Background: an optimization exercise with open tools, aiming at small area and a short achievable clock period. Do not read the settings as production practice. In this exercise RTL edits were held to simulation tests only and were not proved equivalent to the original. No driver is modelled on the clock port, so clock power and skew are understated where the tree is cut down; a real chip needs a root buffer or a tree. Power and IR drop assume default switching activity.

==> flow/design.v <==
module FIFO(
	input [7:0] DATA_IN,
	input READ, WRITE, CLEAR_N, RESET_N, CLOCK,
	output reg [7:0] DATA_OUT,
	output reg [4:0] USE_DW,
	output reg F_FULL_N, F_EMPTY_N
);
reg [255:0] sr;       
reg [7:0]   pd;       
reg         pv;       
reg [31:0]  sel;      
reg [31:0]  rd;        
reg [3:0]   rdq;       
reg         rdp;      
wire rst_n = RESET_N & CLEAR_N;
wire rst   = ~rst_n;
wire wa = WRITE & (READ ? F_EMPTY_N : F_FULL_N);
wire rr = READ & F_EMPTY_N;
always @(posedge CLOCK) begin
	pd <= DATA_IN;
	pv <= wa & ~rst;
end
always @(posedge CLOCK)
	if (pv)
		sr <= {sr[247:0], pd};
wire [31:0] sel_r1 = ({32{pv}} & sel) | ({32{~pv}} & {sel[0], sel[31:1]});    
wire [31:0] sel_r0 = ({32{pv}} & {sel[30:0], sel[31]}) | ({32{~pv}} & sel);   
always @(posedge CLOCK)
	sel <= ({32{rst_n}} & (({32{rr}} & sel_r1) | ({32{~rr}} & sel_r0))) | {rst, 31'd0};
reg [31:0] oldest;
integer s, q;
always @* begin
	oldest = 32'd0;
	for (s = 0; s < 32; s = s + 1)
		oldest[8*(s/8) +: 8] = oldest[8*(s/8) +: 8] | ({8{sel[s]}} & sr[8*s +: 8]);
end
always @(posedge CLOCK) begin
	rd <= oldest;
	for (q = 0; q < 4; q = q + 1)
		rdq[q] <= |sel[8*q +: 8];
	rdp <= pv & sel[31];
end
reg [7:0] rdsel;
always @* begin
	rdsel = 8'd0;
	for (q = 0; q < 4; q = q + 1)
		rdsel = rdsel | ({8{rdq[q]}} & rd[8*q +: 8]);
end
always @(posedge CLOCK)
	if (~F_EMPTY_N & WRITE & READ)
		DATA_OUT <= DATA_IN;
	else if (rdp)
		DATA_OUT <= sr[7:0];
	else
		DATA_OUT <= rdsel;
wire inc = WRITE & ~READ & F_FULL_N;
wire dec = READ & ~WRITE & F_EMPTY_N;
always @(posedge CLOCK)
	if (rst) begin
		USE_DW    <= 5'd0;
		F_FULL_N  <= 1'b1;
		F_EMPTY_N <= 1'b0;
	end else if (inc) begin
		USE_DW    <= USE_DW + 5'd1;
		F_FULL_N  <= ~(USE_DW == 5'd31);
		F_EMPTY_N <= 1'b1;
	end else if (dec) begin
		USE_DW    <= USE_DW - 5'd1;
		F_FULL_N  <= 1'b1;
		F_EMPTY_N <= ~(USE_DW == 5'd1 && F_FULL_N);
	end
endmodule
Settings: LEC_CHECK=0, CAP_MARGIN=20, CORE_MARGIN=2, CORE_UTILIZATION=60, CTS_BUF_LIST=sky130_fd_sc_hd__clkbuf_8, CTS_CLUSTER_DIAMETER=60, CTS_CLUSTER_SIZE=18, SETUP_SLACK_MARGIN=1.0, SLEW_MARGIN=20; clock period 2.5 ns.
standard.sh (not shown) runs the stock make flow with config.mk's settings and CLKGATE_MAP_FILE= SYNTH_SCRIPT=/design/flow/synth_recipe.tcl, a recipe that flattens the netlist after the stock synthesis.
==> flow/flow/run.sh <==
#!/bin/bash
# Standard ORFS layout, except that the clock tree is built by manual_cts.tcl:
# a two-level inverter tree (one root inverter, one leaf inverter per cluster
# of flip-flops) in place of TritonCTS's buffer tree.
set -euo pipefail
here=$(cd "$(dirname "$0")" && pwd)
export PRE_CTS_TCL="$here/manual_cts.tcl"
export PRE_RESIZE_TCL="$here/max_fanout.tcl"
export BUFFER_PORTS_ARGS="-buffer_cell sky130_fd_sc_hd__buf_2"
bash standard.sh > standard.log 2>&1
Other scripts of this flow, unchanged in this note and not shown: flow/flow/manual_cts.tcl, flow/flow/max_fanout.tcl
Then changed:
--- a/flow/design.v
+++ b/flow/design.v
@@ -5,43 +5,52 @@
 	output reg [4:0] USE_DW,
 	output reg F_FULL_N, F_EMPTY_N
 );
 reg [255:0] sr;       
 reg [7:0]   pd;       
 reg         pv;       
-reg [31:0]  sel;      
+reg [3:0]   lo;       
+reg [7:0]   hi;       
 reg [31:0]  rd;        
 reg [3:0]   rdq;       
 reg         rdp;      
-wire rst_n = RESET_N & CLEAR_N;
-wire rst   = ~rst_n;
+wire rst = ~(RESET_N & CLEAR_N);
 wire wa = WRITE & (READ ? F_EMPTY_N : F_FULL_N);
 wire rr = READ & F_EMPTY_N;
 always @(posedge CLOCK) begin
 	pd <= DATA_IN;
 	pv <= wa & ~rst;
 end
 always @(posedge CLOCK)
 	if (pv)
 		sr <= {sr[247:0], pd};
-wire [31:0] sel_r1 = ({32{pv}} & sel) | ({32{~pv}} & {sel[0], sel[31:1]});    
-wire [31:0] sel_r0 = ({32{pv}} & {sel[30:0], sel[31]}) | ({32{~pv}} & sel);   
 always @(posedge CLOCK)
-	sel <= ({32{rst_n}} & (({32{rr}} & sel_r1) | ({32{~rr}} & sel_r0))) | {rst, 31'd0};
+	if (rst) begin
+		lo <= 4'b1000;
+		hi <= 8'b10000000;
+	end else if (pv & ~rr) begin
+		lo <= {lo[2:0], lo[3]};
+		if (lo[3])
+			hi <= {hi[6:0], hi[7]};
+	end else if (~pv & rr) begin
+		lo <= {lo[0], lo[3:1]};
+		if (lo[0])
+			hi <= {hi[0], hi[7:1]};
+	end
 reg [31:0] oldest;
 integer s, q;
 always @* begin
 	oldest = 32'd0;
 	for (s = 0; s < 32; s = s + 1)
-		oldest[8*(s/8) +: 8] = oldest[8*(s/8) +: 8] | ({8{sel[s]}} & sr[8*s +: 8]);
+		oldest[8*(s/8) +: 8] = oldest[8*(s/8) +: 8] | ({8{lo[s%4] & hi[s/4]}} & sr[8*s +: 8]);
 end
 always @(posedge CLOCK) begin
 	rd <= oldest;
 	for (q = 0; q < 4; q = q + 1)
-		rdq[q] <= |sel[8*q +: 8];
-	rdp <= pv & sel[31];
+		rdq[q] <= hi[2*q] | hi[2*q+1];
+	rdp <= pv & lo[3] & hi[7];
 end
 reg [7:0] rdsel;
 always @* begin
 	rdsel = 8'd0;
 	for (q = 0; q < 4; q = q + 1)
 		rdsel = rdsel | ({8{rdq[q]}} & rd[8*q +: 8]);
Outcome: The changed run produced a clean layout; worst hold slack stays flat; sequential power fell by a few percent; final area goes down slightly; utilization goes up by 1.5 points; via count came out lower by a few percent.
In every run of this note, the design's own scripts or RTL, not TritonCTS, make the clock network.

## what the ideal ports hide
The results above use ideal ports. As a check the final layouts listed here were re-extracted and re-timed, cells and wires unchanged. Step 1: set_driving_cell puts a clkbuf_16 on CLOCK and a buf_2 on each other input, an assumption about the parent block. Step 2 times the ports against the registers' clock, not the clock port: input delays grow and output delays shrink by t, the midpoint of the rising clock arrivals with the driver on. Slacks: ideal / step 1 / step 2; pairs: ideal / step 1.
run | t, ns | slack for setup (ns) | worst register clock-pin slew, ns | worst slew at a driven data input, ns | cell pins on the clock port's net
the first run | 0.303 | 1.040 / 0.982 / 0.870 | 0.09 / 0.09 | 0.04 | 3
the second run | 0.294 | 0.967 / 1.012 / 0.791 | 0.08 / 0.08 | 0.05 | 3
After both steps every run listed still meets setup and hold. For the second run, which loses most, drivers alone change the setup slack by +0.045 ns; drivers and shift together by -0.176 ns.
